From an optimization exercise on the open Yosys and OpenROAD flow, aimed at small area; shortcuts taken in it are not production practice.
No run shown here included a check of the RTL's function; only the layout flow was run.
Power and IR drop assume default switching activity.

**flow/design.v**
```verilog
module rst_synch(RST_n, clk, rst_n);
input RST_n, clk;
output reg rst_n;
logic q1;  
always_ff @(negedge clk, negedge RST_n) begin
	if(!RST_n) begin
		q1 <= 1'b0;
		rst_n <= 1'b0;
	end
	else	begin
	    q1 <= 1'b1;
		rst_n <= q1;
	end
end
endmodule
module UART_rx(clk, rst_n, RX, clr_rdy, rx_data, rdy);
input clk, rst_n, RX, clr_rdy;
output reg [7:0] rx_data;
output reg rdy;
logic start,shft;  
logic [3:0] bit_cnt;
logic [11:0] baud_cnt;
logic [8:0] rx_shft_reg;  
logic set_rdy;
logic IM_1, IM_2;  
logic recieving;
typedef enum reg[1:0] {IDLE,RECIEVE} state_t;
state_t state, nxt_state;
assign shft = (baud_cnt == 0);
always_ff @(posedge clk) begin
	IM_1 <= RX;
	IM_2 <= IM_1;
end
always_ff @(posedge clk) begin
	if(shft)
		rx_shft_reg <= {IM_2, rx_shft_reg[8:1]};
end
assign rx_data = rx_shft_reg[8:0];
always_ff @(posedge clk) begin
	if(start)
		baud_cnt <= 1303;
	else if(shft)
		baud_cnt <= 2604;
	else if(recieving)
		baud_cnt <= baud_cnt -1;
end
always_ff @(posedge clk) begin
	if(start)
		bit_cnt <= 0;
	else if(shft)
		bit_cnt <= bit_cnt + 1;
end
always_comb begin
	start = 1'b0;
	nxt_state = state;
	set_rdy = 1'b0;
	recieving = 1'b0;
	case (state)
		IDLE: begin
			if(!IM_2) begin
				start = 1'b1;
				nxt_state = RECIEVE;
			end
		end
		RECIEVE: begin
			recieving = 1'b1;
			if(bit_cnt == 10) begin
				set_rdy = 1'b1;
				nxt_state = IDLE;
			end
		end
	endcase
end
always_ff @ (posedge clk, negedge rst_n) begin
	if(!rst_n)
		state <= IDLE;
	else
		state <= nxt_state;
end
always_ff @ (posedge clk, negedge rst_n) begin
	if(!rst_n) 
		rdy <= 1'b0;
	else if(clr_rdy)
		rdy <= 1'b0;
	else if(start)
		rdy <= 1'b0;
	else if(set_rdy)
		rdy <= 1'b1;
end
endmodule
module Auth_blk(clk, rst_n, RX, rider_off, pwr_up);
input clk, rst_n, RX, rider_off;
output reg pwr_up;
logic clr_rx_rdy, rx_rdy;
logic [7:0] rx_data;
UART_rx iUART(.clk, .rst_n, .RX, .clr_rdy(clr_rx_rdy), .rx_data, .rdy(rx_rdy));
typedef enum reg[1:0] {OFF,PWR1,PWR2} state_t;
state_t state, nxt_state;
always_ff @ (posedge clk, negedge rst_n) begin
	if(!rst_n)
		state <= OFF;
	else
		state <= nxt_state;
end
always_comb begin
	pwr_up = 0;
	clr_rx_rdy = 0;
	nxt_state = state;
	case(state)
		OFF:begin
			if(rx_rdy) begin
				if(rx_data == 8'h67) begin
				    pwr_up = 1;
					nxt_state = PWR1;
				end
				clr_rx_rdy = 1;
			end
		end
		PWR1:begin
			pwr_up = 1;
			if(rx_rdy) begin
				if(rx_data == 8'h73) 
					if(rider_off) begin
						nxt_state = OFF;
						pwr_up = 0;
					end
					else begin
						pwr_up = 1;
						nxt_state = PWR2;
					end
				clr_rx_rdy = 1;
			end
		end
		PWR2: begin 
			pwr_up = 1;
			if(rider_off) begin
				pwr_up = 0;
				nxt_state = OFF;
			end
			else if(rx_rdy) begin
				if(rx_data == 8'h67) begin
					pwr_up = 1;
					nxt_state = PWR1;
				end
				clr_rx_rdy = 1;
			end
		end
		default: nxt_state = OFF;
	endcase 
end
endmodule
module SPI_mnrch(clk, rst_n, MISO, wrt, wt_data, SS_n, SCLK, MOSI, done, rd_data);
input clk, rst_n;  
input MISO;
input wrt;  
input [15:0] wt_data;  
output reg SS_n, SCLK, MOSI;
output reg done;  
output [15:0]  rd_data;  
logic shft, smpl, ld_SCLK, init, done15, set_done, shift_im;
logic [3:0] SCLK_div, bit_cntr;
logic MISO_smpl;
logic [15:0] shft_reg;
typedef enum reg[1:0] {IDLE,FRONT_PORCH, WORKHORSE, BACK_PORCH} state_t;
state_t state, nxt_state;
always_ff @(posedge clk) begin
	if(ld_SCLK)
		SCLK_div <= 4'b1011;
	else
		SCLK_div <= SCLK_div + 1;
end
assign SCLK = SCLK_div[3];
assign smpl = (SCLK_div == 4'b0111);
assign shift_im = (SCLK_div == 4'b1111);
always_ff @(posedge clk) begin
	if(smpl)
		MISO_smpl <= MISO;
end
always_ff @(posedge clk) begin	
	if(init)
		shft_reg <= wt_data;
	else if(shft)
		shft_reg <= {shft_reg[14:0], MISO_smpl};
end
assign MOSI = shft_reg[15];
always_ff @(posedge clk) begin
	if(init)
		bit_cntr <= 4'h0;
	else if(shft)
		bit_cntr <= bit_cntr + 1;
end
assign done15 = &bit_cntr;
always_ff @ (posedge clk, negedge rst_n) begin
	if(!rst_n)
		state <= IDLE;
	else
		state <= nxt_state;
end
always_comb begin
	init = 1'b0;
	ld_SCLK = 1'b0;
	set_done = 1'b0;
	shft = 1'b0;
	nxt_state = state;
	case (state)
		IDLE: begin
		    ld_SCLK = 1'b1;
			if(wrt) begin
				init = 1'b1;
				nxt_state = FRONT_PORCH;
			end	
		end
		FRONT_PORCH: begin 
			if(shift_im)
				nxt_state = WORKHORSE;
		end
		WORKHORSE: begin
			shft = shift_im;
			if(done15) begin
				nxt_state = BACK_PORCH;
			end
		end
		BACK_PORCH: begin
			if(shift_im) begin
			    shft = 1'b1;
				ld_SCLK = 1'b1;
				set_done = 1'b1;
			    nxt_state = IDLE;
			end
		end
	endcase
end
always_ff @ (posedge clk, negedge rst_n) begin
	if(!rst_n)
		SS_n <= 1'b1;
	else if(init)
		SS_n <= 1'b0;
	else if(set_done)
		SS_n <= 1'b1;
end
always_ff @ (posedge clk, negedge rst_n) begin
	if(!rst_n)
		done <= 1'b0;
	else if(init)
		done <= 1'b0;
	else if(set_done)
		done <= 1'b1;
end
assign rd_data = shft_reg;
endmodule
module inertial_integrator(clk, rst_n, vld, ptch_rt, AZ, ptch);
input clk, rst_n, vld;
input signed [15:0]ptch_rt;
input signed [15:0]AZ;  
output signed [15:0]ptch;
localparam PTCH_RT_OFFSET = 16'h0050;
localparam AZ_OFFSET = 16'h00A0;
reg signed [26:0]ptch_int;  
logic signed [15:0]ptch_rt_comp;  
logic signed [25:0]ptch_acc_product;
logic signed [15:0]ptch_acc;
logic signed [26:0]fusion_ptch_offset;
logic signed [15:0] AZ_comp;
assign ptch = ptch_int[26:11];
assign ptch_rt_comp = ptch_rt - PTCH_RT_OFFSET;
assign AZ_comp = AZ - AZ_OFFSET;  
assign ptch_acc_product = AZ_comp * $signed(327);  
assign ptch_acc = {{3{ptch_acc_product[25]}}, ptch_acc_product[25:13]};  
always_comb begin  
	if(ptch_acc > ptch)  
		fusion_ptch_offset = 1024;
	else 
		fusion_ptch_offset = -1024;
end
always @(posedge clk, negedge rst_n)
	if(!rst_n)
		ptch_int <= 0;
	else if(vld)
		ptch_int <= ptch_int - {{11{ptch_rt_comp[15]}},ptch_rt_comp} + fusion_ptch_offset;
endmodule
module inert_intf(clk,rst_n,ptch,ptch_rt,vld,SS_n,SCLK,
                  MOSI,MISO,INT);
  parameter fast_sim = 1;
  input clk, rst_n;
  input MISO;					 
  input INT;					 
  output signed [15:0] ptch;	 
  output signed [15:0] ptch_rt;
  output reg vld;				 
  output SS_n,SCLK,MOSI;		 
  reg [15:0] timer;
  reg [7:0] AZh,AZl;
  reg [7:0] ptch_rt_h,ptch_rt_l;
  reg INT_ff1,INT_ff2;
  logic [15:0] cmd;				 
  logic wrt;					 
  logic clr_tmr;
  logic capture_ptchl,capture_ptchh;
  logic capture_AZl,capture_AZh;
  wire done;
  wire [15:0] inert_data;
  wire signed [15:0] ptch_rt_raw;	 
  wire signed [15:0] AZ;
  typedef enum reg [3:0] {INIT1,INIT2,INIT3,INIT4,WAIT,PTCHL,PTCHH,
                          AZL,AZH} state_t;
  state_t state,nxt_state;
  SPI_mnrch iSPI(.clk(clk),.rst_n(rst_n),.SS_n(SS_n),.SCLK(SCLK),
                  .MISO(MISO),.MOSI(MOSI),.wrt(wrt),.done(done),
				  .rd_data(inert_data),.wt_data(cmd));
  inertial_integrator iINT(.clk(clk), .rst_n(rst_n), .vld(vld),
                           .ptch_rt(ptch_rt), .AZ(AZ), .ptch(ptch));
  always_ff @(posedge clk,negedge rst_n)
    if (!rst_n) begin
	  INT_ff1 <= 1'b0;
	  INT_ff2 <= 1'b0;
	end else begin
	  INT_ff1 <= INT;
	  INT_ff2 <= INT_ff1;
	end
  always_ff @(posedge clk,negedge rst_n)
    if (!rst_n)
	  state <= INIT1;
	else
	  state <= nxt_state;
  always_ff @(posedge clk, negedge rst_n)
    if (!rst_n)
	   timer <= 0;
	 else if (clr_tmr)
	   timer <= 0;
	 else
	   timer <= timer + 1;
  always_comb begin
    clr_tmr = 0;
    cmd = 16'hxxxx;
    wrt = 0;				 
	capture_ptchl = 0;
	capture_ptchh = 0;
	capture_AZl = 0;
	capture_AZh = 0;
	vld = 0;
	nxt_state = INIT1;
	 case (state)
	   INIT1 : begin
	     cmd = 16'h0D02;		 
		  if (&timer) begin
		    wrt = 1;
		    nxt_state = INIT2;
		  end
	   end
	   INIT2 : begin
	     cmd = 16'h1053;		 
		  if (&timer[9:0]) begin
		    wrt = 1;
		    nxt_state = INIT3;
		  end else
		    nxt_state = INIT2;
	   end
	   INIT3 : begin
	     cmd = 16'h1150;		 
		  if (&timer[9:0]) begin
		    wrt = 1;
		    nxt_state = INIT4;
		  end else
		    nxt_state = INIT3;
	   end
	   INIT4 : begin
	     cmd = 16'h1460;		 
		  if (&timer[9:0]) begin
		    wrt = 1;
		    nxt_state = WAIT;
		  end else 
		    nxt_state = INIT4;
	   end
	   WAIT : begin			 
	     cmd = 16'hA200;		 
	     if (INT_ff2) begin
		    wrt = 1;
		    clr_tmr = 1;
		    nxt_state = PTCHL;
		  end else
		    nxt_state = WAIT;
	   end
	   PTCHL : begin
	     cmd = 16'hA300;		 
		  capture_ptchl = done;
		  if (&timer[9:0]) begin
		    wrt = 1;
		    nxt_state = PTCHH;
		  end else
		    nxt_state = PTCHL;
      end
	   PTCHH : begin
	     cmd = 16'hAC00;		 
		  capture_ptchh = done;
		  if (&timer[9:0]) begin
		    wrt = 1;
		    nxt_state = AZL;
		  end else
		    nxt_state = PTCHH;
      end
	   AZL : begin
	     cmd = 16'hAD00;		 
		  capture_AZl = done;
		  if (&timer[9:0]) begin
		    wrt = 1;
		    nxt_state = AZH;
		  end else
		    nxt_state = AZL;
      end
	   AZH : begin
		  capture_AZh = done;
		  if (&timer[9:0]) begin
		    vld = 1;
		    nxt_state = WAIT;
		  end else
		    nxt_state = AZH;
      end
	   default : begin
	  	  clr_tmr = 1;
	     nxt_state = INIT1;
	   end
	 endcase
  end
  always_ff @(posedge clk, negedge rst_n)
    if (!rst_n)
	  ptch_rt_l <= 8'h00;
    else if (capture_ptchl)
	  ptch_rt_l <= inert_data[7:0];
  always_ff @(posedge clk, negedge rst_n)
    if (!rst_n)
	  ptch_rt_h <= 8'h00;
    else if (capture_ptchh)
	  ptch_rt_h <= inert_data[7:0];
  always_ff @(posedge clk, negedge rst_n)
    if (!rst_n)
	  AZl <= 8'h00;
    else if (capture_AZl)
	  AZl <= inert_data[7:0];
  always_ff @(posedge clk, negedge rst_n)
    if (!rst_n)
	  AZh <= 8'h00;
    else if (capture_AZh)
	  AZh <= inert_data[7:0];	  
  assign AZ = {AZh,AZl};
  assign ptch_rt_raw = {ptch_rt_h,ptch_rt_l};
  generate if (fast_sim)
    assign ptch_rt = ptch_rt_raw;		 
  else
    assign ptch_rt = (ptch_rt_raw>$signed(16'h1F00)) ? 16'h0000 :
                     (ptch_rt_raw<$signed(-16'h1F00)) ? -16'h0000 :
				     ptch_rt_raw;
  endgenerate
endmodule
module PID(clk, rst_n, vld, pwr_up, rider_off, ptch, ptch_rt, PID_cntrl, ss_tmr);
	parameter fast_sim = 1;
	input clk, rst_n, vld, pwr_up, rider_off;
	input logic signed [15:0]ptch, ptch_rt;
	output logic signed [11:0]PID_cntrl;
	output [7:0]ss_tmr;
	logic signed [9:0] ptch_err_sat;
	localparam P_COEFF = 5'h0C; 
	logic signed [14:0] P_term;
	logic signed [14:0]I_term;
	reg signed [17:0] integrator;
	wire signed [17:0]ptch_err_sat_sext;
	wire signed [17:0]I_mux1_mux2;
	wire signed[17:0]ptch_err_sat_sext_sum;
	wire I_overflow;
	logic signed [12:0]D_term_temp;
	logic signed [12:0]D_term;
	reg [26:0]ss_tmr_27;
	logic [8:0] incrementor;
	logic signed [15:0] P_term_sext, I_term_sext, D_term_sext, PID_sum;
	always_ff @(posedge clk, negedge rst_n)begin
		if(!rst_n)
			ss_tmr_27 <= 27'h0000000;
		else if(!pwr_up)
			ss_tmr_27 <= 27'h0000000;
		else if(!(&ss_tmr_27[26:8]))
			ss_tmr_27 <= ss_tmr_27 + incrementor;
	end
	assign ss_tmr = ss_tmr_27[26:19];
	assign ptch_err_sat = (~ptch[15] && (|ptch[14:9]))?10'h1ff:
								(ptch[15] && !(&ptch[14:9]))? 10'h200:
								{ptch[15], ptch[8:0]};
	assign P_term = ptch_err_sat * $signed(P_COEFF);
	assign ptch_err_sat_sext = {{8{ptch_err_sat[9]}},ptch_err_sat};
	assign ptch_err_sat_sext_sum = ptch_err_sat_sext + integrator;
	assign I_overflow = (ptch_err_sat_sext[17] == integrator[17] && ptch_err_sat_sext_sum[17] != integrator[17])? 1:0;
	always_ff @(posedge clk, negedge rst_n)begin
		if(!rst_n)
			integrator <= 0;
		else if(rider_off)
			integrator <= 0;
		else if(vld && !I_overflow)
			integrator <= ptch_err_sat_sext_sum;
	end
	generate if(fast_sim)begin
		assign incrementor = 256;
		assign I_term = (~integrator[17] && (|integrator[17:15]))? 15'h3fff:
						(integrator[17] && ~&integrator[17:15])? 15'h4000:
						integrator[15:1];
	end
	else begin
		assign incrementor = 1;
		assign I_term = {{3{integrator[17]}}, integrator[17:6]};
	end
	endgenerate
	assign D_term_temp = {{3{ptch_rt[15]}} ,ptch_rt[15:6]};
	assign D_term = ~D_term_temp;
	assign P_term_sext = {P_term[14],P_term};
	assign I_term_sext = {I_term[14],I_term};
	assign D_term_sext = {{3{D_term[12]}},D_term};
	assign PID_sum = P_term_sext + I_term_sext + D_term_sext;
	always_ff @(posedge clk)
		PID_cntrl <= (~PID_sum[15] && (|PID_sum[14:11]))? 12'h7ff:
							(PID_sum[15] && !(&PID_sum[14:11]))? 12'h800:
							{PID_sum[15],PID_sum[10:0]};
endmodule
module SegwayMath(clk, PID_cntrl, ss_tmr,  steer_pot, en_steer, pwr_up, lft_spd, rght_spd, too_fast);
input clk;
input signed [11:0] PID_cntrl;
input [7:0] ss_tmr;
input [11:0] steer_pot;
input en_steer, pwr_up;
output reg signed [11:0]  lft_spd, rght_spd;
output reg too_fast;
localparam MIN_DUTY = 13'h3C0;
localparam LOW_TORQUE_BAND = 8'h3C;
localparam GAIN_MULT = 6'h10;
logic signed [19:0] prod_cntrl_ss;
logic signed [11:0] PID_ss;
logic [11:0] steer_pot_limited;
logic signed [11:0] steer_pot_signed;
logic signed [12:0] steer_pot_signed_eighth;
logic signed [12:0] steer_pot_signed_sixteenth;
logic signed [12:0] steer_pot_scaled;
logic signed [12:0] PID_ss_extended;
logic signed [12:0]  lft_torque, rght_torque;
logic signed [12:0] lft_torque_comp, rght_torque_comp;
logic signed [12:0]  abs_lft_torque, abs_rght_torque;
logic signed [12:0]  lft_torque_adj, rght_torque_adj;
logic signed [12:0]  lft_shaped, rght_shaped;
assign prod_cntrl_ss = PID_cntrl * $signed({1'b0,ss_tmr});
assign PID_ss = prod_cntrl_ss[19:8];
assign PID_ss_extended = {PID_ss[11], PID_ss};
assign steer_pot_limited = (steer_pot < 12'h200) ? 12'h200: 
							(steer_pot > 12'hE00) ? 12'hE00:
							 steer_pot;
assign steer_pot_signed = steer_pot_limited - 12'h7FF;
assign steer_pot_signed_eighth = {{4{steer_pot_signed[11]}}, steer_pot_signed[11:3]};
assign steer_pot_signed_sixteenth = {{5{steer_pot_signed[11]}}, steer_pot_signed[11:4]};
assign steer_pot_scaled = steer_pot_signed_eighth + steer_pot_signed_sixteenth;
assign lft_torque = (en_steer) ? (PID_ss_extended + steer_pot_scaled):
								 PID_ss_extended;
assign rght_torque = (en_steer) ? (PID_ss_extended - steer_pot_scaled):
								  PID_ss_extended;
assign lft_torque_comp = (lft_torque[12]) ? (lft_torque - MIN_DUTY):
											lft_torque + MIN_DUTY;
assign rght_torque_comp = (rght_torque[12]) ? (rght_torque - MIN_DUTY):
											rght_torque + MIN_DUTY;
assign abs_lft_torque = (lft_torque[12]) ? ~lft_torque + 1:
                         lft_torque;
assign abs_rght_torque = (rght_torque[12]) ? ~rght_torque + 1:
                         rght_torque;
assign lft_torque_adj = (abs_lft_torque > LOW_TORQUE_BAND) ? lft_torque_comp:
															  ( lft_torque*$signed(GAIN_MULT));
assign rght_torque_adj = (abs_rght_torque > LOW_TORQUE_BAND) ? rght_torque_comp:
															  ( rght_torque*$signed(GAIN_MULT));
always_ff @(posedge clk) begin
	lft_shaped <= (pwr_up) ? lft_torque_adj:
						13'h0000;
	rght_shaped <= (pwr_up) ? rght_torque_adj:
						13'h0000;
end
assign too_fast = (lft_shaped > $signed(12'd1792) || rght_shaped > $signed(12'd1792)) ? 1'b1:
																						1'b0;
assign lft_spd = (~lft_shaped[12] && (lft_shaped[11])) ? 12'h7FF: 
                              (lft_shaped[12] && !(lft_shaped[11])) ? 12'h800:
						      {lft_shaped[12], lft_shaped[10:0]};
assign rght_spd = (~rght_shaped[12] && (rght_shaped[11])) ? 12'h7FF: 
                              (rght_shaped[12] && !(rght_shaped[11])) ? 12'h800:
						      {rght_shaped[12], rght_shaped[10:0]};
endmodule
module balance_cntrl(clk,rst_n,vld,ptch,ptch_rt,pwr_up,rider_off,steer_pot,en_steer,lft_spd,rght_spd,too_fast);
parameter fast_sim = 1'b1;
input clk,rst_n;   
input vld;   
input [15:0] ptch;   
input [15:0] ptch_rt;   
input pwr_up;   
input rider_off;   
input [11:0] steer_pot;   
input en_steer;  
output signed [11:0] lft_spd;   
output signed [11:0] rght_spd;   
output too_fast;   
logic [11:0] PID_cntrl;
logic [7:0] ss_tmr;
PID #(fast_sim) iPID(.clk(clk),.rst_n(rst_n),.vld(vld),.ptch(ptch),.ptch_rt(ptch_rt), .pwr_up(pwr_up),
					.rider_off(rider_off),.PID_cntrl(PID_cntrl), .ss_tmr(ss_tmr));
SegwayMath iSegwayMath(.clk(clk), .PID_cntrl(PID_cntrl), .ss_tmr(ss_tmr),.steer_pot(steer_pot), .en_steer(en_steer), 
						.pwr_up(pwr_up), .lft_spd(lft_spd), .rght_spd(rght_spd), .too_fast(too_fast));
endmodule
module steer_en_SM(clk,rst_n,tmr_full,sum_gt_min,sum_lt_min,diff_gt_1_4,
                   diff_gt_15_16,clr_tmr,en_steer,rider_off);
 input clk;				 
  input rst_n;				 
  input tmr_full;			 
  input sum_gt_min;			 
  input sum_lt_min;			 
  input diff_gt_1_4;		 
  input diff_gt_15_16;		 
  output logic clr_tmr;		 
  output logic en_steer;	 
  output logic rider_off;	 
  typedef enum reg[1:0] {IDLE, RIDER_ON, STEER_ENABLED} state_t;
	state_t state, nxt_state;
  always_ff @(posedge clk, negedge rst_n) begin  
		if(!rst_n)
			state <= IDLE;
		else
			state <= nxt_state;
	end
  always_comb begin  
	nxt_state = state;
	clr_tmr = 1'b0;
	en_steer = 1'b0;
	rider_off = 1'b1;
	case(state)
		IDLE: begin 
				if(sum_gt_min) begin  
					rider_off = 1'b0;
					nxt_state = RIDER_ON;
					clr_tmr = 1'b1;
				end
			end	
		RIDER_ON: begin 
					if(sum_lt_min) begin  
						nxt_state = IDLE;
					end
					else if(~diff_gt_1_4 && tmr_full) begin 
						nxt_state = STEER_ENABLED;
						rider_off = 1'b0;
						en_steer = 1'b1;
						clr_tmr = 1'b1;
					end
					else if(~diff_gt_1_4) begin
						rider_off = 1'b0;
					end
					else if(tmr_full) begin
						rider_off = 1'b0;
						clr_tmr = 1'b1;
					end
					else begin  
						clr_tmr = 1'b0;
						rider_off = 1'b0;
					end
				end	
		STEER_ENABLED: begin
				if(sum_lt_min) begin  
					nxt_state = IDLE;
				end
				else if(diff_gt_15_16) begin
					nxt_state = RIDER_ON;
					clr_tmr = 1'b1;
					rider_off = 1'b0;
				end
				else begin  
					en_steer = 1'b1;
					rider_off = 1'b0;
				end
			end
		endcase
	end
endmodule
module steer_en(clk, rst_n, lft_ld, rght_ld, en_steer, rider_off);
	parameter fast_sim = 1;
	input clk, rst_n;
	input [11:0] lft_ld, rght_ld;
	output en_steer, rider_off;
	localparam MIN_RIDER_WT = 12'h200;
	localparam WT_HYSTERESIS = 8'h40;
	logic [12:0]sum;
	logic [11:0]diff;
	logic [11:0]abs_diff;
	logic [11:0]sum_15_16;
	logic [10:0]sum_1_4;
	logic clr, full;
	reg [25:0]tmr;
	reg rider_off;
	reg en_steer;
	assign sum = lft_ld + rght_ld;
	assign diff = lft_ld - rght_ld;
	assign abs_diff = (diff[11] == 1)? 1 + ~diff : diff;
	assign sum_lt_min = (sum < MIN_RIDER_WT - WT_HYSTERESIS);
	assign sum_gt_min = (sum > MIN_RIDER_WT + WT_HYSTERESIS);
	assign sum_15_16 = (sum[12:1]  + sum[12:2]   + sum[12:3]   + sum[12:4]  );
	assign sum_1_4 = sum[12:2];
	assign diff_gt_1_4 = (abs_diff > sum_1_4);
	assign diff_gt_15_16 = (abs_diff > sum_15_16);
	always @(posedge clk)
		if(clr)
			tmr <= '0;
		else
			tmr <= tmr + 1;
	generate if(fast_sim)
		assign full = &tmr[14:0];
		else
			assign full = &tmr;
	endgenerate
	steer_en_SM SM(.clk, .rst_n, .clr_tmr(clr), .tmr_full(full), .sum_gt_min, .sum_lt_min, .diff_gt_1_4, .diff_gt_15_16, .rider_off, .en_steer);
endmodule
module PWM11(clk, rst_n, duty, PWM_sig, PWM_synch, OVR_I_blank_n);
input clk, rst_n;
input [10:0] duty;
output reg PWM_sig;
output PWM_synch, OVR_I_blank_n;
logic [10:0] cnt;
logic reset, set;
always_ff @(posedge clk, negedge rst_n) begin
	if(!rst_n) 
		cnt <= 11'h000;
	else 
	    cnt <= cnt + 1;
end
assign reset = (cnt >= duty);
assign set = !(|cnt);
always_ff @(posedge clk, negedge rst_n) begin
	if(!rst_n)
		PWM_sig <= 1'b0;
	else if (reset)
		PWM_sig <= 1'b0;
	else if (set)
		PWM_sig <= 1'b1;
end
assign PWM_synch = &cnt;
assign OVR_I_blank_n = (cnt > 255);
endmodule
module mtr_drv(clk,rst_n,lft_spd,rght_spd,OVR_I_lft,OVR_I_rght,PWM1_lft,
               PWM2_lft,PWM1_rght,PWM2_rght,LED);
  input clk,rst_n;
  input [11:0] lft_spd, rght_spd;	 
  input OVR_I_lft, OVR_I_rght;
  output PWM1_lft, PWM2_lft, PWM1_rght, PWM2_rght;
  output [7:0] LED;
  reg [11:0] lft_spd_synch,rght_spd_synch;
  reg OVR_I_ff1,OVR_I_ff2,OVR_I_ff3;
  reg OVR_I_shtdwn;
  reg [6:0] OVR_I_cnt;
  reg [3:0] PWM_cycle_cnt;
  reg OVR_I_inc_blank_n;
  wire [10:0] lft_mag, rght_mag;	 
  wire PWM_lft,PWM_rght;
  wire PWM_synch;						 
  wire OVR_I_rise;
  assign LED = {OVR_I_shtdwn,7'h00};
  always_ff @(posedge clk, negedge rst_n)
    if (!rst_n) begin
	   lft_spd_synch <= 12'h000;
	   rght_spd_synch <= 12'h000;
	 end else if (PWM_synch) begin
	   lft_spd_synch <= lft_spd;
	   rght_spd_synch <= rght_spd;
	 end
  assign lft_mag = (lft_spd_synch[11]) ? ~lft_spd_synch : lft_spd_synch[10:0];		 
  assign rght_mag = (rght_spd_synch[11]) ? ~rght_spd_synch : rght_spd_synch[10:0];	 
  PWM11 iPWM_lft(.clk(clk), .rst_n(rst_n), .duty(lft_mag), .PWM_synch(PWM_synch), .OVR_I_blank_n(OVR_I_blank_n), .PWM_sig(PWM_lft)); 
  PWM11 iPWM_rght(.clk(clk), .rst_n(rst_n), .duty(rght_mag), .PWM_synch(), .OVR_I_blank_n(), .PWM_sig(PWM_rght));
  always_ff @(posedge clk, negedge rst_n)
    if (!rst_n) begin
	  OVR_I_ff1 <= 1'b0;
	  OVR_I_ff2 <= 1'b0;
	  OVR_I_ff3 <= 1'b0;
	end else begin
	  OVR_I_ff1 <= OVR_I_blank_n & (OVR_I_lft | OVR_I_rght);
	  OVR_I_ff2 <= OVR_I_ff1;
	  OVR_I_ff3 <= OVR_I_ff2;
	end
  assign OVR_I_rise = OVR_I_ff2 & ~OVR_I_ff3;
  always_ff @(posedge clk, negedge rst_n)
    if (!rst_n)
      OVR_I_cnt <= 7'h00;
    else if (OVR_I_rise & OVR_I_inc_blank_n)
      OVR_I_cnt <= OVR_I_cnt + 1;
    else if ((&PWM_cycle_cnt) & PWM_synch & (|OVR_I_cnt))
	  OVR_I_cnt <= OVR_I_cnt - 1;
  always_ff @(posedge clk)
    if (PWM_synch)
	  OVR_I_inc_blank_n <= 1'b1;		 
	else if (OVR_I_rise)
	  OVR_I_inc_blank_n <= 1'b0;
  always_ff @(posedge clk, negedge rst_n)
    if (!rst_n)
	  PWM_cycle_cnt <= 4'h0;
	else if (PWM_synch)
	  PWM_cycle_cnt <= PWM_cycle_cnt + 1;
  always_ff @(posedge clk, negedge rst_n)
    if (!rst_n)
	  OVR_I_shtdwn <= 1'b0;
	else if (&OVR_I_cnt)
	  OVR_I_shtdwn <= 1'b1;
  assign PWM1_lft = (OVR_I_ff2 | ~OVR_I_inc_blank_n | OVR_I_shtdwn) ? 1'b0 :
                    (lft_spd_synch[11]) ? 1'b0 : PWM_lft;
  assign PWM2_lft = (OVR_I_ff2 | ~OVR_I_inc_blank_n | OVR_I_shtdwn) ? 1'b0 :
                    (lft_spd_synch[11]) ? PWM_lft : 1'b0;
  assign PWM1_rght = (OVR_I_ff2 | ~OVR_I_inc_blank_n | OVR_I_shtdwn) ? 1'b0 :
                     (rght_spd_synch[11]) ? 1'b0 : PWM_rght;
  assign PWM2_rght = (OVR_I_ff2 | ~OVR_I_inc_blank_n | OVR_I_shtdwn) ? 1'b0 :
                     (rght_spd_synch[11]) ? PWM_rght : 1'b0; 
endmodule
module A2D_intf(input clk, rst_n, MISO, nxt, 
				output reg[11:0] lft_ld, rght_ld, steer_pot, batt, 
				output SS_n, SCLK, MOSI);
logic wrt, done, update;
logic[15:0] cmd, rd_data;
logic[1:0] counter;
logic en_lft, en_rght, en_steer, en_batt;
SPI_mnrch iSPI(.clk, .rst_n, .MISO, .wrt, .wt_data(cmd), .SCLK, .SS_n, .MOSI, .done, .rd_data);
always_ff @(posedge clk, negedge rst_n) begin
	if(!rst_n) lft_ld <= 12'h000;
	else if(en_lft && update) lft_ld <= rd_data[11:0];
end
always_ff @(posedge clk, negedge rst_n) begin
	if(!rst_n) rght_ld <= 12'h000;
	else if(en_rght && update) rght_ld <= rd_data[11:0];
end
always_ff @(posedge clk, negedge rst_n) begin
	if(!rst_n) steer_pot <= 12'h000;
	else if(en_steer && update) steer_pot <= rd_data[11:0];
end
always_ff @(posedge clk, negedge rst_n) begin
	if(!rst_n) batt <= 12'h000;
	else if(en_batt && update) batt <= rd_data[11:0];
end
always_ff @(posedge clk, negedge rst_n) begin
	if(!rst_n) counter <= 0;
	else if(update) counter <= counter + 1;
end
assign en_lft = (counter == 0);
assign en_rght = (counter == 1);
assign en_steer = (counter == 2);
assign en_batt = (counter == 3);
assign cmd = (counter == 0) ? {2'b0, 3'b000, 11'b0} : 
			 (counter == 1) ? {2'b0, 3'b100, 11'b0} :
			 (counter == 2) ? {2'b0, 3'b101, 11'b0} : 
			 {2'b0, 3'b110, 11'b0};
typedef enum reg[1:0] {IDLE, WRITE, READ, WAIT} state_t;
state_t state, nxt_state;
always_ff @(posedge clk, negedge rst_n) begin
	if(!rst_n) state <= IDLE;
	else state <= nxt_state;
end
always_comb begin
	wrt = 0;
	update = 0;
	nxt_state = state;
	case(state)
		IDLE: begin
			if(nxt) begin
				nxt_state = WRITE;
				wrt = 1;
			end
		end
		WRITE: begin
			if(done) begin
				nxt_state = WAIT;
			end
		end
		WAIT: begin
			wrt = 1;
			nxt_state = READ;
		end
		READ: begin
			if(done) begin
				update = 1;
				nxt_state = IDLE;
			end
		end
	endcase
end
endmodule
module piezo_drv(input clk, input rst_n, input en_steer, input too_fast, input batt_low, output piezo, output piezo_n);
parameter fast_sim = 1'b1;
logic [24:0] note_tmr, note_dur;  
logic [14:0] freq_tmr, freq;  
logic [27:0] repeat_tmr;  
logic note_tmr_full, repeat_full, rst_note_dur;  
logic[6:0] increment; 
typedef enum reg[2:0] {IDLE, NOTE1, NOTE2, NOTE3, NOTE4, NOTE5, NOTE6} state_nm;
state_nm state, nxt_state;
generate  
if(fast_sim) 
	assign increment = 7'h40;
else
	assign increment = 7'h01;
endgenerate
assign repeat_full = (repeat_tmr >= 28'h8F0D180);  
assign note_tmr_full = (note_tmr >= note_dur);
always_ff @(posedge clk, negedge rst_n) begin  
	if(!rst_n)
		repeat_tmr <= '0;
	else if(repeat_full)  
		repeat_tmr <= '0; 
	else
		repeat_tmr <= repeat_tmr + increment;
end
always_ff @(posedge clk, negedge rst_n) begin
	if(!rst_n)
		note_tmr <= '0;
	else if(rst_note_dur)  
		note_tmr <= '0;
	else if(note_tmr_full)
		note_tmr <= '0;
	else
		note_tmr <= note_tmr + increment;
end
always_ff @(posedge clk, negedge rst_n) begin
	if(!rst_n)
		freq_tmr <= '0;
	else if (freq_tmr >= freq || rst_note_dur)  
		freq_tmr <= '0;
	else
		freq_tmr <= freq_tmr + increment;	
end
assign piezo = (freq_tmr > freq[14:1])? 1:0;
assign piezo_n = ~piezo;
always_ff @(posedge clk, negedge rst_n) begin
	if(!rst_n) 
		state <= IDLE;
	else
		state <= nxt_state;
end
always_comb begin
	note_dur = 25'h0800000;
	freq = 15'h4A11;
	nxt_state = state;
	rst_note_dur = 1'b0;  
	case(state)
		IDLE: begin
			if(too_fast)
				nxt_state = NOTE1;
			else if(repeat_full) begin  
				if(batt_low)
					nxt_state = NOTE6;
				else if(en_steer)
					nxt_state = NOTE1;
			end
			rst_note_dur = 1'b1;  
		end
		NOTE1: begin
			freq = 15'h7C90;
			if(note_tmr_full) begin
				if(too_fast)
					nxt_state = NOTE2;
				else if(batt_low)
					nxt_state = IDLE;
				else if(en_steer)
					nxt_state = NOTE2;
				else 
					nxt_state = IDLE;
			end
		end
		NOTE2: begin
			freq = 15'h5D51;
			if(note_tmr_full) begin
				if(too_fast)
					nxt_state = NOTE3;
				else if(batt_low)
					nxt_state = NOTE1;
				else if(en_steer)
					nxt_state = NOTE3;
				else 
					nxt_state = IDLE;
			end
		end
		NOTE3: begin
			if(note_tmr_full) begin
				if(too_fast)
					nxt_state = NOTE1;
				else if(batt_low)
					nxt_state = NOTE2;
				else if(en_steer)
					nxt_state = NOTE4;
				else 
					nxt_state = IDLE;
			end
		end
		NOTE4: begin
			freq = 15'h3E48;
			note_dur = 25'h0C00000;
			if(note_tmr_full) begin
				if(batt_low)
					nxt_state = NOTE3;
				else if(en_steer)
					nxt_state = NOTE5;
				else 
					nxt_state = IDLE;
			end
		end
		NOTE5: begin
			note_dur = 25'h0400000;
			if(note_tmr_full) begin
				if(batt_low)
					nxt_state = NOTE4;
				else if(en_steer)
					nxt_state = NOTE6;
				else 
					nxt_state = IDLE;
			end
		end
		NOTE6: begin
			note_dur = 25'h1000000;
			freq = 15'h3E48;
			if(note_tmr_full) begin
				if(batt_low)
					nxt_state = NOTE5;
				else
					nxt_state = IDLE;
			end
		end
	endcase
end
endmodule
module Segway(clk,RST_n,INERT_SS_n,INERT_MOSI,INERT_SCLK,
              INERT_MISO,INERT_INT,A2D_SS_n,A2D_MOSI,A2D_SCLK,
			  A2D_MISO,PWM1_lft,PWM2_lft,PWM1_rght,PWM2_rght,
			  OVR_I_lft,OVR_I_rght,piezo_n,piezo,RX);
  input clk,RST_n;
  input INERT_MISO;						 
  input A2D_MISO;						 
  input INERT_INT;						 
  input OVR_I_lft,OVR_I_rght;			 
  input RX;								 
  output A2D_SS_n, INERT_SS_n;			 
  output A2D_MOSI, INERT_MOSI;			 
  output A2D_SCLK, INERT_SCLK;			 
  output PWM1_lft, PWM2_lft;  			 
  output PWM1_rght,PWM2_rght;			 
  output piezo_n,piezo;					 
  logic rst_n;							 
  logic vld;								 
  logic [15:0] ptch;						 
  logic [15:0] ptch_rt;
  logic signed [11:0] lft_spd, rght_spd;	 
  logic lft_rev, rght_rev;				 
  logic [11:0] lft_ld, rght_ld;		 
  logic [11:0] batt;						 
  logic [11:0] steer_pot;
  logic norm_mode;						 
  logic en_steer;						 
  logic rider_off;						 
  logic batt_low;
  logic too_fast;
  logic pwr_up;							 
  logic OVR_I_lft,OVR_I_rght;
  localparam BATT_THRES = 12'h800;
  localparam fast_sim = 1;
  Auth_blk iAuth(.clk(clk),.rst_n(rst_n),.RX(RX),.rider_off(rider_off),.pwr_up(pwr_up));
  inert_intf #(fast_sim) iNEMO(.clk(clk),.rst_n(rst_n),.ptch(ptch),.ptch_rt(ptch_rt),
                   .vld(vld),.SS_n(INERT_SS_n),.SCLK(INERT_SCLK),
				   .MOSI(INERT_MOSI),.MISO(INERT_MISO),
				   .INT(INERT_INT));
  balance_cntrl #(fast_sim) iBAL(.clk(clk),.rst_n(rst_n),.vld(vld),.ptch(ptch),
                     .ptch_rt(ptch_rt),.pwr_up(pwr_up),.rider_off(rider_off),
					 .steer_pot(steer_pot),.en_steer(en_steer),.lft_spd(lft_spd),
					 .rght_spd(rght_spd),.too_fast(too_fast));
  steer_en #(fast_sim) iSTR(.clk(clk),.rst_n(rst_n),.lft_ld(lft_ld),
                            .rght_ld(rght_ld),
							.en_steer(en_steer),.rider_off(rider_off));
  mtr_drv iDRV(.clk(clk),.rst_n(rst_n),.lft_spd(lft_spd),
               .rght_spd(rght_spd),.PWM1_lft(PWM1_lft),.PWM2_lft(PWM2_lft),
			   .PWM1_rght(PWM1_rght),.PWM2_rght(PWM2_rght),
			   .OVR_I_lft(OVR_I_lft),.OVR_I_rght(OVR_I_rght));
  A2D_intf iA2D(.clk(clk),.rst_n(rst_n),.nxt(vld),.lft_ld(lft_ld),.rght_ld(rght_ld),
                .batt(batt),.steer_pot(steer_pot),.SS_n(A2D_SS_n),.SCLK(A2D_SCLK),
				.MOSI(A2D_MOSI),.MISO(A2D_MISO));
  assign batt_low = (batt<BATT_THRES) ? 1'b1 : 1'b0;
  piezo_drv #(fast_sim) iBUZZ(.clk(clk),.rst_n(rst_n),.en_steer(en_steer),.too_fast(too_fast),
              .batt_low(batt_low),.piezo(piezo),.piezo_n(piezo_n));
  rst_synch iRST(.clk(clk),.RST_n(RST_n),.rst_n(rst_n));
endmodule
```
**flow/run.sh**
```bash
#!/bin/bash
# synth_recipe.tcl (not shown) runs the flow's synth.tcl, then flattens the netlist and writes it again
# the make line also repeats each setting of config.mk as NAME=value (left out here)
make -C /OpenROAD-flow-scripts/flow DESIGN_CONFIG=/design/flow/config.mk WORK_HOME=/design/flow/orfs CLKGATE_MAP_FILE= SYNTH_SCRIPT=/design/flow/synth_recipe.tcl finish
```
**flow/config.mk**
```make
export PLATFORM = sky130hd
export DESIGN_NAME = Segway
export DESIGN_NICKNAME = Segway
export VERILOG_FILES = /design/flow/design.v
export SDC_FILE = /design/flow/constraint.sdc
export NUM_CORES = 4
export LEC_CHECK = 0
export CAP_MARGIN = 20
export CORE_MARGIN = 2
export CORE_UTILIZATION = 40
export SLEW_MARGIN = 20
```
**flow/constraint.sdc**
```tcl
create_clock -name core_clock -period 12.0 [get_ports {clk}]
set_input_delay 2.4000 -clock core_clock [delete_from_list [all_inputs] [get_ports {clk}]]
set_output_delay 2.4000 -clock core_clock [all_outputs]
set_load 0.01 [all_outputs]
```
==> results by group, run 1 <==
Run status
  – Outcome: finished clean

GRT
  – Total GRT Usage: 0.1614
  – Initial antenna violation count: 0
  – First-pass GRT wire length: 124.7 mm
  – Largest net degree at the start of global routing: approximately 160
  – Remaining global-route overflow: 0
  – Vias in the first global route: between 20,000 and 30,000

CTS
  – Hold Buf Count CTS: 0
  – Max H-tree Level: 2
  – Clock buffer depth: 3
  – PostCTS Resize Cnt: 0
  – # Post-CTS Setup Buffers: 0
  – # clock sinks: roughly 420
  – Clock Pin Slew Worst Setup and Hold Paths: about 60 ps
  – Root Driver: clkbuf_16
  – CTS tree: built
  – Worst skew pair latency: 620 ps
  – CTS buffer count: 51

Worst setup path
  – Worst reg2reg path depth: between 40 and 50
  – CP bufs+invs: 7
  – CP max stage cell: fa_1
  – Required @ worst endpoint: roughly 12,000 ps
  – Crit path max-delay family: compound AO/OA/AOI/OAI gates
  – Slowest cell delay on critical path: ~540 ps
  – CP Launch Type: flip-flop
  – WP data arrival: between 10,000 and 15,000 ps
  – Crit end category: flip-flop
  – Critical path depth: 44
  – Cell repeated most along the worst path: ha_1
  – CP Class: flip-flop to flip-flop
  – CP max FO: 13

Logic synthesis
  – Unique masters post-synth: 109
  – YS warnings: 25
  – Seq/Total Area, Yosys: 0.2881
  – Simple-gate share of the synthesized area: 0.1674
  – Adder-cell share of the synthesized area: 0.2439
  – Post-Synth XOR/XNOR Area: 0.08543
  – Post-Syn Area: about 0.036 mm^2
  – Post-synthesis mux area share: 0.02988
  – Syn Inst Count: 3,969
  – Largest family of logic cells by synthesized area: adder cells
  – Ys async rst share: 0.6896
  – Most frequently used flop master after synthesis: dfrtp_1
  – Syn Nets: ~4,600
  – Synth Area in Compound Gates: 0.1248
  – EDFF count, synth: between 40 and 50
  – Syn Area/Cell: roughly 9 um^2
  – #FFs+latches synth: between 400 and 500

Timing
  – Max-slew violation count: 0
  – Aggregate negative setup slack: 0 ps
  – Crit path time final: between 10,000 and 15,000 ps
  – Tcrit/Tclk final: 0.9274
  – RSZ-0062 raised after global routing: false
  – Rel. slew slack: 0.3462
  – Worst slew pin tran: 980.7 ps
  – # setup viols final: 0
  – Final Skew: ~37 ps
  – Final Hold Slack: 299.7 ps
  – Final hold vios: 0
  – Max Clock Freq: between 80 and 90 MHz

Floorplanning
  – Core area: 0.08865 mm^2
  – Die height: slightly above 300 um
  – Die W: around 300 um
  – I/O pin cnt: 20
  – Die footprint: slightly above 0.09 mm^2
  – Cell Rows: between 100 and 150
  – Initial Util: 0.4048

Pwr
  – Peak VDD IR: between 100 and 150 uV
  – Power per cell area: between 80 and 90 mW/mm^2
  – LEAKAGE: about 19 nW
  – Pwr Total: 3.134 mW

Flow run
  – MaxCap Viol Count: 0

Final layout
  – Final core area utilization: 0.4392
  – Most flop-heavy register: iNEMO.iINT.ptch_int
  – Final Net Count: approximately 4,600
  – Largest registers: iNEMO.iINT.ptch_int (27), iBUZZ.repeat_tmr (22)
  – Max reg flops: 27
  – Commonest non-fill, non-tap cell in the layout: inv_1
  – Share of cells above drive strength 1: 0.05904
  – Synth-to-Final Area Change: 8.511%
  – Commonest non-fill, non-tap cells in the layout: 443 x inv_1, 418 x ha_1, 351 x nor2_1, 350 x nand2_1, 287 x dfrtp_1

Worst hold path
  – Worst min path class: flip-flop to flip-flop
  – Hold Path Stages: 0

Detailed routing
  – Routed WL per cell: about 14 um
  – Routed WL: 72.61 mm
  – Vias: 26,168
  – Final ANT Viol Nets: 0
  – DRC errors left: 0
  – Drt first pass iters: 5
  – Detailed Route Iter0 Violations: around 1,400
  – Vias per std cell: between 5 and 6

Placed design
  – Routability-driven placement congestion ratio: 0.8458
  – Dpl hpwl: 55.41 mm
  – # port buffers: 19
==> layout make-up <==
class / instances / area [um^2]
Inverter: 449 / 1688
Sequential cell: 422 / 10340
Timing Repair Buffer: 41 / 380.4
Fill cell: 8623 / 49710
Multi-Input combinational cell: 2989 / 23430
Antenna cell: 1 / 2.502
Clock buffer: 69 / 1364
Tap cell: 1165 / 1458
Clock inverter: 27 / 276.5
==> logic make-up (layout without fill, tap and decap cells) <==
kind of cell,after synthesis,count (layout)
adders and majority gates,594,594
and+or+nand+nor,1255,1255
xor gates and xnor gates,350,350
buffers and inverters,558,586
other,1,2
muxes,98,98
DFF,422,422
AOI/OAI and AO/OA,691,691
==> metrics by stage <==
| stage | setup WS [ps] | instance area (um^2) | std cells |
|---|---|---|---|
| floorplan | -2793 | 35880 | 3969 |
| global placement | 742.5 | 37260 | 5065 |
| detailed placement | 512.8 | 37260 | 5065 |
| CTS | 454.2 | 38900 | 5161 |
| global route | 32.88 | 38930 | 5162 |
| finish | 871.6 | 38940 | 5163 |
==> synthesized netlist by cell type, drive strengths merged, types with 38 or more instances <==
library cell,n,area share
nor3,75,0.011
edfxtp,43,0.036
ha,418,0.15
and3,38,0.0066
dfrtp,287,0.20
xnor2,221,0.054
xor2,129,0.031
clkbuf,87,0.0091
and2,94,0.016
mux2,67,0.021
fa,176,0.098
nor2,354,0.037
inv,447,0.047
nand4,53,0.0092
a21oi,186,0.027
o21ai,188,0.026
nand2,350,0.037
dfxtp,88,0.049
nand3,114,0.016
a21o,60,0.013
==> path summary, 6_finish.rpt <==
path / start / to / slack (ps)
hold / removal: iRST.q1 / iRST.rst_n / 300
setup reg to reg: iNEMO.AZl[5] / iNEMO.iINT.ptch_int[26] / 870
hold reg to reg: iRST.q1 / iRST.rst_n / 300
setup / recovery: iNEMO.AZl[5] / iNEMO.iINT.ptch_int[26] / 870
min in group asynchronous: iRST.rst_n / iAuth.iUART.state[0] / 6420
max in group asynchronous: RST_n / iRST.rst_n / 3990
==> per-layer routing <==
layer | track usage | part of all wire | routed length (um) | up-vias
met3 | 0.01999 | 0.029 | 2087 | 86
met1 | 0.2324 | 0.51 | 37050 | 12400
met5 | 0 | 0 | 0 | -
li1 | - | - | - | 13406
met4 | 0.03420 | 0.017 | 1267 | 0
met2 | 0.2599 | 0.44 | 32210 | 276
==> worst reg2reg max path: cells and delay by family (launching register included) <==
family / cells / cell delay (ps)
flip-flops: 1 / 430
buffers and inverters: 7 / 910
XOR/XNOR: 4 / 640
AO/OA/AOI/OAI: 17 / 3900
adder cells (fa/ha/maj): 10 / 3730
AND/OR/NAND/NOR: 6 / 1380
==> report_power, final <==
part | internal (mW) | leakage (nW) | switching [mW] | total (mW)
clock | 0.874 | 0.790 | 0.641 | 1.52
sequential | 1.48 | 5.04 | 0.0352 | 1.51
combinational | 0.0473 | 12.8 | 0.0614 | 0.109
total | 2.40 | 18.6 | 0.738 | 3.13
==> run 2, diff against run 1 <==
--- a/flow/config.mk
+++ b/flow/config.mk
@@ -7,2 +7,3 @@
 export LEC_CHECK = 0
+export ABC_AREA = 1
 export CAP_MARGIN = 20
==> run 2 against run 1 <==
Still clean on timing, DRC and antenna. Synthesized area fell by 0.25%. Sequential share of layout area grew 0.078 points. Sequential power hardly changed. Power fell by 2.1%. Final cell count rose by 11%. Synthesized cell count increased by 15%. Global-route usage grew 0.58 points. Cell area fell by 0.29%. Flip-flop and latch count unchanged. Worst setup slack better by 350 ps. Critical path depth rose by 8. Clock-buffer cell count down 7. Largest cell class unchanged. Highest routed layer unchanged.
==> results by group, run 2 <==
Run status
  – Outcome: finished clean

Worst setup path
  – Slowest cell delay on critical path: 710 ps (+170 ps)
  – Cell repeated most along the worst path: inv_1
  – CP Launch Type: flip-flop
  – Crit end category: flip-flop
  – Crit path max-delay family: adder cells
  – Required @ worst endpoint: 12,540 ps (+60 ps)
  – WP data arrival: 11,320 ps (-290 ps)
  – CP max FO: 16 (+3)
  – CP max stage cell: o311ai_0
  – CP Class: flip-flop to flip-flop
  – CP bufs+invs: 12 (+5)

GRT
  – Total GRT Usage: 0.1672 (+0.005766)
  – Initial antenna violation count: 0 (unchanged)
  – Remaining global-route overflow: 0 (unchanged)
  – First-pass GRT wire length: 129.3 mm (+3.7%)
  – Vias in the first global route: 27,304 (+7.2%)
  – Largest net degree at the start of global routing: 141 (-11%)

Logic synthesis
  – Post-Syn Area: 0.03579 mm^2 (-0.25%)
  – Syn Inst Count: 4,551 (+15%)
  – Ys async rst share: 0.6896 (unchanged)
  – Syn Area/Cell: 7.865 um^2 (-13%)
  – Most frequently used flop master after synthesis: dfrtp_1
  – Top post-synthesis cells by count: 876 x nand2_1, 829 x inv_1, 418 x ha_1
  – Unique masters post-synth: 67 (-39%)
  – Top cell type's share of synthesized area: 0.2007 (+0.0005108)
  – Syn Nets: 5,153 (+13%)
  – Top-count cell post-synth: nand2_1
  – Seq/Total Area, Yosys: 0.2888 (+0.0007352)
  – YS warnings: 25 (unchanged)
  – EDFF count, synth: 43 (unchanged)
  – Post-synth top area cell: dfrtp_1
  – Synth area leaders: dfrtp_1 20%, ha_1 15%, fa_1 9.8%, nand2_1 9.2%, inv_1 8.7%
  – #FFs+latches synth: 422 (unchanged)

Flow run
  – MaxCap Viol Count: 0 (unchanged)

Detailed routing
  – Vias per std cell: 4.819 (-4.9%)
  – Vias: 27,708 (+5.9%)
  – Routed WL: 74.36 mm (+2.4%)
  – Detailed Route Iter0 Violations: 1,279 (-12%)
  – DRC errors left: 0 (unchanged)
  – Final ANT Viol Nets: 0 (unchanged)
  – Drt first pass iters: 5 (unchanged)
  – Routed WL per cell: 12.93 um (-8.0%)

Floorplanning
  – Die footprint: 0.09189 mm^2 (-0.25%)
  – Die W: 303.1 um (-0.13%)
  – I/O pin cnt: 20 (unchanged)
  – Initial Util: 0.4044 (-0.0004082)
  – Die height: 303.1 um (-0.13%)
  – Cell Rows: 109 (unchanged)
  – Core area: 0.08851 mm^2 (-0.15%)

Final layout
  – Non-filler cells in the finished layout: 5,750 (+11%)
  – Share of cells above drive strength 1: 0.03599 (-0.02306)
  – Commonest non-fill, non-tap cell in the layout: nand2_1
  – Largest registers: iNEMO.iINT.ptch_int (27), iBUZZ.repeat_tmr (22)
  – Final core area utilization: 0.4386 (-0.0006100)
  – Max reg flops: 27 (unchanged)
  – Commonest non-fill, non-tap cells in the layout: 876 x nand2_1, 828 x inv_1, 418 x ha_1, 367 x nor2_1, 287 x dfrtp_1
  – Most flop-heavy register: iNEMO.iINT.ptch_int
  – Diode count: 0 (-1)
  – Synth-to-Final Area Change: 8.470% (about the same)
  – Final Net Count: 5,149 (+13%)

CTS
  – Worst skew pair latency: 620 ps (about the same)
  – CTS tree: built
  – Clock Pin Slew Worst Setup and Hold Paths: 60 ps (about the same)
  – Root Driver: clkbuf_16
  – # clock sinks: 422 (unchanged)
  – CTS buffer count: 48 (-5.9%)
  – PostCTS Resize Cnt: 0 (unchanged)
  – Hold Buf Count CTS: 0 (unchanged)
  – # Post-CTS Setup Buffers: 0 (unchanged)
  – Max H-tree Level: 2 (unchanged)
  – Clock buffer depth: 3 (unchanged)

Pwr
  – Power per cell area: 79.05 mW/mm^2 (-1.8%)
  – Peak VDD IR: 95.75 uV (-4.4%)
  – LEAKAGE: 19.96 nW (+7.2%)

Timing
  – Tcrit/Tclk final: 0.8985 (-0.02888)
  – Final hold vios: 0 (unchanged)
  – Final Skew: 32.07 ps (-4.431 ps)
  – # setup viols final: 0 (unchanged)
  – RSZ-0062 raised after global routing: false
  – Crit path time final: 10,780 ps (-346.6 ps)
  – Max-slew violation count: 0 (unchanged)
  – Worst slew pin tran: 1042 ps (+61.36 ps)
  – Rel. slew slack: 0.3053 (-0.04091)
  – Setup slack after layout: 1218 ps (+346.6 ps)
  – Aggregate negative setup slack: 0 ps (unchanged)
  – Max Clock Freq: 92.75 MHz (+3.2%)

Placed design
  – Place WS: 1326 ps (+813.1 ps)
  – Dpl hpwl: 58.42 mm (+5.4%)
  – Placed Cells: 5,662 (+12%)
  – Routability-driven placement congestion ratio: 0.8508 (+0.59%)
  – # port buffers: 19 (unchanged)

Worst hold path
  – Worst min path class: flip-flop to flip-flop
[run 2: cell count changes in the layout (fill, tap and decap cells not counted), moves of 48 or more]
cell,previous run,this run
a21o_1,60,12
xnor2_1,218,72
mux2_2,65,1
o21ai_0,176,253
inv_1,443,828
a21oi_1,182,267
nand2_1,350,876
and2_1,92,1
nand3_1,113,190
[run 2: layout make-up]
type,instances,area [um^2]
clock buffer,62,1314
inverter,840,3153
fill,8875,49690
clock inverter,26,297.8
sequential,422,10340
timing repair buffer,37,337.8
multi-input combinational,3198,21930
tap,1165,1458
[run 2: kinds of logic after synthesis]
kind of cell | Yosys count | synth area share
muxes | 1 | 0.0003146
adders and majority gates | 594 | 0.2446
DFF | 422 | 0.2888
buffers and inverters | 931 | 0.09973
AOI/OAI and AO/OA | 677 | 0.1057
xor gates and xnor gates | 244 | 0.06013
other | 1 | 0.0001048
and+or+nand+nor | 1681 | 0.2007
[run 2: routing by layer]
metal / routed length [um] / part of all wire / GRT usage / up-vias
met5: 0 / 0 / 0 / -
met3: 1861 / 0.025 / 0.01913 / 68
met4: 1214 / 0.016 / 0.03636 / 0
li1: - / - / - / 14550
met1: 36270 / 0.49 / 0.2253 / 12856
met2: 35020 / 0.47 / 0.2884 / 234
[run 2: worst paths after layout]
path / startpoint / to / slack (ps) / cells past startpoint
max: iNEMO.AZl[5] / iNEMO.iINT.ptch_int[26] / 1220 / 52
min: iRST.q1 / iRST.rst_n / 300 / 0
max reg2reg: iNEMO.AZl[5] / iNEMO.iINT.ptch_int[26] / 1220 / 52
min reg2reg: iRST.q1 / iRST.rst_n / 300 / 0
max in group asynchronous: RST_n / iRST.q1 / 4000 / 1
min in group asynchronous: iRST.rst_n / iNEMO.timer[1] / 6340 / 0
[run 2: metrics by stage]
stage	power [mW]	cell area (um^2)	hold slack, ps
finish	3.069	38820	299.0
global route	3.202	38820	305.1
CTS	3.125	38810	300.6
detailed placement	1.594	37200	301.4
global placement	1.594	37200	294.9
floorplan	1.569	35790	291.7
[run 2: where the power goes]
| group | switching (mW) | internal, mW | total, mW |
|---|---|---|---|
| logic | 0.0583 | 0.0294 | 0.0877 |
| registers | 0.0177 | 1.46 | 1.48 |
| clock network | 0.619 | 0.884 | 1.50 |
